What follows belongs to an exercise in optimizing a design on an open flow for small area; a production flow would make more cautious choices. Function was checked by simulation only, so behaviour that the tests miss may differ from the original. The flow treats the clock pin as an ideal source, which a real chip does not have. Power figures rest on the tool's default switching activity, not on a simulated workload.

Setup of the previous run:
==> flow/design.v (excerpt) <==
module lab4_branch_BranchGShare
#(
  parameter PHT_size  = 2048
)
(
  input  logic clk,
  input  logic reset,
  input  logic update_en,
  input  logic update_val,
  input  logic [31:0] PC,
  output logic prediction
);
logic [1:0] cur_cnt;
logic [1:0] next_cnt;
lab4_branch_BranchGShareCtrl ctrl
(
  .update_en  (update_en),
  .update_val (update_val),
  .cur_cnt    (cur_cnt),
  .next_cnt   (next_cnt)
);
lab4_branch_BranchGShareDpath
#(
  .PHT_size(PHT_size)
)
dpath
(
  .clk        (clk),
  .reset      (reset),
  .update_en  (update_en),
  .update_val (update_val),
  .PC         (PC),
  .next_cnt   (next_cnt),
  .cur_cnt    (cur_cnt),
  .prediction (prediction)
);
endmodule
==> flow/config.mk <==
export PLATFORM = sky130hd
export DESIGN_NAME = lab4_branch_BranchGShare
export DESIGN_NICKNAME = lab4_branch_BranchGShare
export VERILOG_FILES = /design/flow/design.v
export SDC_FILE = /design/flow/constraint.sdc
export NUM_CORES = 8
export LEC_CHECK = 0
export CAP_MARGIN = 0
export CORE_MARGIN = 2
export CORE_UTILIZATION = 70
export CTS_CLUSTER_DIAMETER = 80
export CTS_CLUSTER_SIZE = 40
export GPL_TIMING_DRIVEN = 0
export SLEW_MARGIN = 0
export SYNTH_HIERARCHICAL = 1
==> flow/constraint.sdc <==
create_clock -name core_clock -period 12.0 [get_ports {clk}]
set_input_delay 2.4000 -clock core_clock [delete_from_list [all_inputs] [get_ports {clk}]]
set_output_delay 2.4000 -clock core_clock [all_outputs]
set_load 0.01 [all_outputs]
run.sh (not shown) runs the stock make flow with config.mk's settings and CLKGATE_MAP_FILE= SYNTH_SCRIPT=/design/flow/synth_recipe.tcl, a recipe that flattens the netlist after the stock synthesis.
Seen in the log of the previous run: GRT-0232 during 5_1_grt, after which the run never completed.
## Diff of input files: the current run against the previous run
- SLEW_MARGIN changed from 0 to 20
- GPL_TIMING_DRIVEN removed (was 0)
- CORE_UTILIZATION changed from 70 to 60
- CTS_CLUSTER_DIAMETER removed (was 80)
- CAP_MARGIN changed from 0 to 20
- CTS_CLUSTER_SIZE removed (was 40)
==> results.txt <==
- Re number of enable flip-flop cells after synthesis: no difference whatsoever between the previous run and the current run.
- NOTE placed instance count the previous run->the current run increased slightly
- Number of buffers on the longest clock path: the current run > the previous run
- Site row count | the current run above the previous run
- The quantity of I/O buffers inserted on ports in the current run was higher than what the previous run gave.
- The previous run → the current run: routability-driven placement congestion ratio rose 0.027; placed instance area now smaller.
- The current run ran to completion and came out clean on the timing, design-rule and antenna checks.

========
== the reference run ==
lab4_branch_BranchGShare, a different RTL version from the one above (not shown whole).
Size: about 12000 cells after synthesis, about 4100 flip-flops, roughly 37 I/O pins, about 130000 sq um of cells after synthesis.
Settings: LEC_CHECK=0, CAP_MARGIN=0, CORE_MARGIN=2, CORE_UTILIZATION=62, CTS_BUF_LIST=sky130_fd_sc_hd__clkbuf_16, CTS_CLUSTER_DIAMETER=60, CTS_CLUSTER_SIZE=30, SLEW_MARGIN=0, SYNTH_HIERARCHICAL=1; clock period 12.0 ns.
#### Input delta (the trial run over the reference run)
==> flow/flow/run.sh (new file) <==
#!/bin/bash
# Own layout flow: the standard synthesis unchanged, then the standard ORFS
# steps with a few settings changed. Each step's output goes to its own log.
set -euo pipefail
bash standard.sh synth > synth.log 2>&1
bash standard.sh GPL_TIMING_DRIVEN=0 \
  "BUFFER_PORTS_ARGS=-buffer_cell sky130_fd_sc_hd__buf_2" \
  finish > layout.log 2>&1
==> flow/standard.sh (new file) <==
#!/bin/bash
# synth_recipe.tcl (not shown) runs the flow's synth.tcl, then flattens the netlist and writes it again
# the make line also repeats each setting of config.mk as NAME=value (left out here)
make -C /OpenROAD-flow-scripts/flow DESIGN_CONFIG=/design/flow/config.mk WORK_HOME=/design/flow/orfs CLKGATE_MAP_FILE= SYNTH_SCRIPT=/design/flow/synth_recipe.tcl "${@:-finish}"
removed: flow/run.sh
==> comparison <==
- The flow for the trial run finished, though final verification flagged max-capacitance violations, max-slew violations.
- Delta (the trial run minus the reference run): fmax decreased about 0.5%; worst hold margin essentially unchanged; non-filler instance count after layout decreased about 1.2%; max capacitance violation total increased 8; HPWL reported at the end of detailed placement increased 3300 um.
- Placer congestion estimate in the trial run vs the reference run: down about 3.5%
- In the flow results for the reference run and the trial run, the utilization is smaller on the reference run.
- The trial run ends up with lower proportion of power drawn by combinational gates than the reference run does.

========
The RTL this note starts from:
==> flow/design.v <==
module lab4_branch_BranchGShareCtrl
(
    input  logic       update_en,
    input  logic       update_val,
    input  logic [1:0] cur_cnt,
    output logic [1:0] next_cnt
);
always_comb begin
    if (update_en && update_val && cur_cnt != 2'b11)
        next_cnt = cur_cnt + 2'b01;
    else if (update_en && !update_val && cur_cnt != 2'b00)
        next_cnt = cur_cnt - 2'b01;
    else
        next_cnt = cur_cnt;
end
endmodule
module lab4_branch_BranchGShareBit
(
  input  logic clk,
  input  logic wr,
  input  logic wr_n,
  input  logic c,
  output logic s
);
always_ff @(posedge clk)
  s <= ~((s | wr) & (wr_n | c));
endmodule
module lab4_branch_BranchGShareRead8
(
  input  logic [7:0] s,
  input  logic [7:0] wr_n,
  output logic       rd
);
assign rd = |(~s & ~wr_n);
endmodule
module lab4_branch_BranchGShareCol
#(
  parameter ROWS = 64
)
(
  input  logic            clk,
  input  logic [ROWS-1:0] wr,
  input  logic [ROWS-1:0] wr_n,
  input  logic            c0,
  input  logic            c1,
  output logic            rd0_n,     
  output logic            rd1_n      
);
logic [ROWS-1:0] s0;
logic [ROWS-1:0] s1;
genvar j;
generate
  for (j = 0; j < ROWS; j++) begin : g_ent
    lab4_branch_BranchGShareBit b0
    (
      .clk  (clk),
      .wr   (wr[j]),
      .wr_n (wr_n[j]),
      .c    (c0),
      .s    (s0[j])
    );
    lab4_branch_BranchGShareBit b1
    (
      .clk  (clk),
      .wr   (wr[j]),
      .wr_n (wr_n[j]),
      .c    (c1),
      .s    (s1[j])
    );
  end
endgenerate
logic [ROWS/8-1:0] rd0_p, rd1_p;
generate
  for (j = 0; j < ROWS/8; j++) begin : g_rd
    lab4_branch_BranchGShareRead8 r0
    (
      .s    (s0[8*j+7:8*j]),
      .wr_n (wr_n[8*j+7:8*j]),
      .rd   (rd0_p[j])
    );
    lab4_branch_BranchGShareRead8 r1
    (
      .s    (s1[8*j+7:8*j]),
      .wr_n (wr_n[8*j+7:8*j]),
      .rd   (rd1_p[j])
    );
  end
endgenerate
assign rd0_n = |rd0_p;
assign rd1_n = |rd1_p;
endmodule
module lab4_branch_BranchGShareRowDrv
(
  input  logic hi,        
  input  logic lo,        
  input  logic hir_n,     
  input  logic lor_n,     
  output logic wr,
  output logic wr_n
);
assign wr_n = ~(hi & lo);
assign wr   = ~(hir_n | lor_n);
endmodule
module lab4_branch_BranchGShareColLine
(
  input  logic sel,
  input  logic sel_n,
  input  logic rd_n,      
  input  logic wn,        
  input  logic reset_n,
  output logic c
);
assign c = ~((sel_n & rd_n & reset_n) | (sel & wn));
endmodule
module lab4_branch_BranchGShareColSel2
(
  input  logic sel_a_n,
  input  logic rd_a_n,
  input  logic sel_b_n,
  input  logic rd_b_n,
  output logic rd
);
assign rd = ~((sel_a_n | rd_a_n) & (sel_b_n | rd_b_n));
endmodule
module lab4_branch_BranchGShareDpath
#(
  parameter PHT_size  = 2048
)
(
  input  logic       clk,
  input  logic       reset,
  input  logic       update_en,
  input  logic       update_val,
  input  logic[31:0] PC,
  input  logic [1:0] next_cnt,
  output logic [1:0] cur_cnt,
  output logic       prediction
);
localparam IW   = $clog2(PHT_size);
localparam CW   = 5;
localparam RW   = IW - CW;
localparam COLS = 1 << CW;
localparam ROWS = 1 << RW;
localparam RH   = RW / 2;           
localparam RL   = RW - RH;
logic [IW-1:0] ghr;
logic          phase;
logic [IW-1:0] idx;
assign idx = PC[IW+1:2] ^ ghr;
logic [RW-1:0] ridx;
logic [CW-1:0] cidx;
assign ridx = idx[IW-1:CW];
assign cidx = idx[CW-1:0];
logic [(1<<RH)-1:0] hi, hir_n;
logic [(1<<RL)-1:0] lo, lor_n;
genvar j, k;
generate
  for (j = 0; j < (1 << RH); j++) begin : g_hi
    assign hi[j]    = (ridx[RW-1:RL] == j);
    assign hir_n[j] = ~(hi[j] | reset);
  end
  for (j = 0; j < (1 << RL); j++) begin : g_lo
    assign lo[j]    = (ridx[RL-1:0] == j);
    assign lor_n[j] = ~(lo[j] | reset);
  end
endgenerate
logic [ROWS-1:0] wr, wr_n;
generate
  for (j = 0; j < ROWS; j++) begin : g_rdrv
    lab4_branch_BranchGShareRowDrv rdrv
    (
      .hi    (hi[j >> RL]),
      .lo    (lo[j % (1 << RL)]),
      .hir_n (hir_n[j >> RL]),
      .lor_n (lor_n[j % (1 << RL)]),
      .wr    (wr[j]),
      .wr_n  (wr_n[j])
    );
  end
endgenerate
logic [COLS-1:0] c0, c1;
logic [COLS-1:0] rd0_n, rd1_n;
generate
  for (k = 0; k < COLS; k++) begin : g_col
    lab4_branch_BranchGShareCol #(.ROWS(ROWS)) col
    (
      .clk   (clk),
      .wr    (wr),
      .wr_n  (wr_n),
      .c0    (c0[k]),
      .c1    (c1[k]),
      .rd0_n (rd0_n[k]),
      .rd1_n (rd1_n[k])
    );
  end
endgenerate
localparam CH = CW / 2;
localparam CL = CW - CH;
logic [(1<<CH)-1:0] chi, chi_n;
logic [(1<<CL)-1:0] clo, clo_n;
generate
  for (k = 0; k < (1 << CH); k++) begin : g_chi
    assign chi[k]   = (cidx[CW-1:CL] == k);
    assign chi_n[k] = ~chi[k];
  end
  for (k = 0; k < (1 << CL); k++) begin : g_clo
    assign clo[k]   = (cidx[CL-1:0] == k);
    assign clo_n[k] = ~clo[k];
  end
endgenerate
logic [COLS-1:0] csel, csel_n;
generate
  for (k = 0; k < COLS; k++) begin : g_csel
    assign csel[k]   = ~(chi_n[k >> CL] | clo_n[k % (1 << CL)]);
    assign csel_n[k] = ~(chi[k >> CL] & clo[k % (1 << CL)]);
  end
endgenerate
logic [COLS/2-1:0] rs0, rs1;
generate
  for (k = 0; k < COLS/2; k++) begin : g_cmux
    lab4_branch_BranchGShareColSel2 m0
    (
      .sel_a_n (csel_n[2*k]),
      .rd_a_n  (rd0_n[2*k]),
      .sel_b_n (csel_n[2*k+1]),
      .rd_b_n  (rd0_n[2*k+1]),
      .rd      (rs0[k])
    );
    lab4_branch_BranchGShareColSel2 m1
    (
      .sel_a_n (csel_n[2*k]),
      .rd_a_n  (rd1_n[2*k]),
      .sel_b_n (csel_n[2*k+1]),
      .rd_b_n  (rd1_n[2*k+1]),
      .rd      (rs1[k])
    );
  end
endgenerate
logic s0, s1;    
assign s0 = |rs0;
assign s1 = |rs1;
assign cur_cnt    = {s1 ^ phase, s0 ^ phase};
assign prediction = s1 ^ phase;
logic w0, w1;    
assign w0 = next_cnt[0] ^ phase;
assign w1 = next_cnt[1] ^ phase;
generate
  for (k = 0; k < COLS; k++) begin : g_cl
    lab4_branch_BranchGShareColLine l0
    (
      .sel     (csel[k]),
      .sel_n   (csel_n[k]),
      .rd_n    (rd0_n[k]),
      .wn      (~w0 & ~reset),
      .reset_n (~reset),
      .c       (c0[k])
    );
    lab4_branch_BranchGShareColLine l1
    (
      .sel     (csel[k]),
      .sel_n   (csel_n[k]),
      .rd_n    (rd1_n[k]),
      .wn      (~w1 & ~reset),
      .reset_n (~reset),
      .c       (c1[k])
    );
  end
endgenerate
always_ff @(posedge clk) begin
  phase <= ~reset & ~phase;
  if (reset)          ghr <= {IW{1'b0}};
  else if (update_en) ghr <= {ghr[IW-2:0], update_val};
end
endmodule
module lab4_branch_BranchGShare
#(
  parameter PHT_size  = 2048
)
(
  input  logic clk,
  input  logic reset,
  input  logic update_en,
  input  logic update_val,
  input  logic [31:0] PC,
  output logic prediction
);
logic [1:0] cur_cnt;
logic [1:0] next_cnt;
lab4_branch_BranchGShareCtrl ctrl
(
  .update_en  (update_en),
  .update_val (update_val),
  .cur_cnt    (cur_cnt),
  .next_cnt   (next_cnt)
);
lab4_branch_BranchGShareDpath
#(
  .PHT_size(PHT_size)
)
dpath
(
  .clk        (clk),
  .reset      (reset),
  .update_en  (update_en),
  .update_val (update_val),
  .PC         (PC),
  .next_cnt   (next_cnt),
  .cur_cnt    (cur_cnt),
  .prediction (prediction)
);
endmodule
Settings: LEC_CHECK=0, CAP_MARGIN=20, CORE_MARGIN=2, CORE_UTILIZATION=62, SLEW_MARGIN=20, SYNTH_HIERARCHICAL=1; clock period 12.0 ns.
standard.sh (not shown) runs the stock make flow with config.mk's settings and CLKGATE_MAP_FILE= SYNTH_SCRIPT=/design/flow/synth_recipe.tcl, a recipe that flattens the netlist after the stock synthesis.
==> flow/flow/run.sh <==
#!/bin/bash
# Own layout flow: the standard synthesis unchanged, then the standard ORFS
# steps with smaller buffers for the resizer, and a leaner clock tree.
# Each part's output goes to its own log in this folder.
set -euo pipefail
H=$(pwd)/flow/dont_use.tcl
G=$(pwd)/flow/grt_hook.tcl
bash standard.sh synth > synth.log 2>&1
export PRE_GLOBAL_PLACE_TCL=$H PRE_RESIZE_TCL=$H PRE_CTS_TCL=$H PRE_GLOBAL_ROUTE_TCL=$G
export BUFFER_PORTS_ARGS="-buffer_cell sky130_fd_sc_hd__buf_2"
export CTS_ARGS="-sink_clustering_enable -repair_clock_nets -buf_list sky130_fd_sc_hd__clkbuf_16 -sink_clustering_size 30 -sink_clustering_max_diameter 60 -dont_use_dummy_load"
bash standard.sh \
  PRE_GLOBAL_PLACE_TCL=$H PRE_RESIZE_TCL=$H PRE_CTS_TCL=$H PRE_GLOBAL_ROUTE_TCL=$G \
  "BUFFER_PORTS_ARGS=$BUFFER_PORTS_ARGS" "CTS_ARGS=$CTS_ARGS" \
  finish > layout.log 2>&1
==> flow/flow/grt_hook.tcl <==
# Global routing step: small buffers only, and before the resizer's repair,
# upsize the drivers of lightly loaded nets whose slew is well up.
set hook_dir [file dirname [info script]]
source [file join $hook_dir dont_use.tcl]
source [file join $hook_dir weak.tcl]
if {[info procs orig_repair_design_helper] eq ""} {
  rename repair_design_helper orig_repair_design_helper
  proc repair_design_helper {} {
    weak_upsize 0.55 4
    estimate_parasitics -global_routing
    orig_repair_design_helper
  }
}
==> flow/flow/weak.tcl <==
proc weak_upsize {ratio maxfo} {
  set n 0
  set added 0.0
  foreach net [get_nets *] {
    set drv [get_pins -of_objects $net -filter "direction==output"]
    if {[llength $drv] != 1} continue
    set loads [get_pins -of_objects $net -filter "direction==input"]
    if {[llength $loads] > $maxfo || [llength $loads] == 0} continue
    set slew [get_property $drv slew_max]
    if {$slew <= $ratio * 1.5} continue
    set cell [get_cells -of_objects $drv]
    set ref [get_property $cell ref_name]
    if {![regexp {^(sky130_fd_sc_hd__[a-z0-9]+)_([0-9]+)$} $ref -> base size]} continue
    foreach s {2 4 8} {
      if {$s <= $size} continue
      set new [get_lib_cells -quiet */${base}_$s]
      if {[llength $new]} {
        replace_cell $cell $new
        incr n
        break
      }
    }
  }
  puts "weak_upsize: resized $n drivers"
}
Other scripts of this flow, unchanged in this note and not shown: flow/flow/dont_use.tcl
The baseline died in global routing, error EST-0104.
==> next run, changes <==
==> flow/flow/run.sh (replaced) <==
#!/bin/bash
# Own layout flow: the standard synthesis unchanged, then the standard ORFS
# steps with small buffers for the resizer, a clock tree of clkbuf_16 only,
# and after the clock tree, stronger drivers for long lightly loaded nets.
# Each part's output goes to its own log in this folder.
set -euo pipefail
H=$(pwd)/flow/dont_use.tcl
C=$(pwd)/flow/cts_post.tcl
bash standard.sh synth > synth.log 2>&1
export PRE_GLOBAL_PLACE_TCL=$H PRE_RESIZE_TCL=$H PRE_CTS_TCL=$H POST_CTS_TCL=$C PRE_GLOBAL_ROUTE_TCL=$H
export BUFFER_PORTS_ARGS="-buffer_cell sky130_fd_sc_hd__buf_2"
export CTS_ARGS="-sink_clustering_enable -repair_clock_nets -buf_list sky130_fd_sc_hd__clkbuf_16 -sink_clustering_size 30 -sink_clustering_max_diameter 60 -dont_use_dummy_load"
bash standard.sh \
  PRE_GLOBAL_PLACE_TCL=$H PRE_RESIZE_TCL=$H PRE_CTS_TCL=$H POST_CTS_TCL=$C PRE_GLOBAL_ROUTE_TCL=$H \
  "BUFFER_PORTS_ARGS=$BUFFER_PORTS_ARGS" "CTS_ARGS=$CTS_ARGS" \
  finish > layout.log 2>&1
==> flow/flow/cts_post.tcl (new file) <==
# After the clock tree: upsize the drivers of lightly loaded nets whose
# slew is already well up, then legalize.
source [file join [file dirname [info script]] weak.tcl]
estimate_parasitics -placement
weak_upsize 0.45 4
detailed_placement
check_placement
--- a/flow/flow/weak.tcl
+++ b/flow/flow/weak.tcl
@@ -1,5 +1,4 @@
 proc weak_upsize {ratio maxfo} {
   set n 0
-  set added 0.0
   foreach net [get_nets *] {
     set drv [get_pins -of_objects $net -filter "direction==output"]
@@ -14,7 +13,7 @@
     foreach s {2 4 8} {
       if {$s <= $size} continue
-      set new [get_lib_cells -quiet */${base}_$s]
-      if {[llength $new]} {
-        replace_cell $cell $new
+      set new [[ord::get_db] findMaster ${base}_$s]
+      if {$new ne "NULL"} {
+        [[ord::get_db_block] findInst [get_full_name $cell]] swapMaster $new
         incr n
         break
--- a/flow/config.mk
+++ b/flow/config.mk
@@ -8,5 +8,5 @@
 export CAP_MARGIN = 20
 export CORE_MARGIN = 2
-export CORE_UTILIZATION = 62
+export CORE_UTILIZATION = 66
 export SLEW_MARGIN = 20
 export SYNTH_HIERARCHICAL = 1
removed: flow/flow/grt_hook.tcl
With this change the flow finished clean.
Synthesized area stays the same.
Synthesized cell count stays the same.

## re-timing with driven ports
The results above use ideal ports. As a check the final layouts listed here were re-extracted and re-timed, cells and wires unchanged. Step 1 (the two cells are an assumption about what drives the block):
set clk [get_ports {clk}]
set_driving_cell -lib_cell sky130_fd_sc_hd__clkbuf_16 $clk
set_driving_cell -lib_cell sky130_fd_sc_hd__buf_2 [delete_from_list [all_inputs] $clk]
Step 2 times the ports against the registers' clock, not the clock port: input delays grow and output delays shrink by t, the midpoint of the rising clock arrivals with the driver on. a / b / c = ideal ports / drivers / drivers and shift; a / b = the first two.
| run | t, ns | setup WS [ns] | hold WS [ns] |
|---|---|---|---|
| the current run | 1.068 | 0.322 / 0.284 / 0.282 | 0.443 / 0.443 / 0.443 |
| the reference run | 0.973 | 0.852 / 0.830 / 0.450 | 0.447 / 0.447 / 0.447 |
| the trial run | 0.995 | 0.794 / 0.879 / -0.116 | 0.448 / 0.448 / 0.448 |
| the second run of note 3 | 0.958 | 1.673 / 1.615 / 0.865 | 0.442 / 0.442 / 0.442 |
The setup slack of the trial run, which loses most, moves by +0.085 ns with the drivers and by -0.910 ns with both steps.
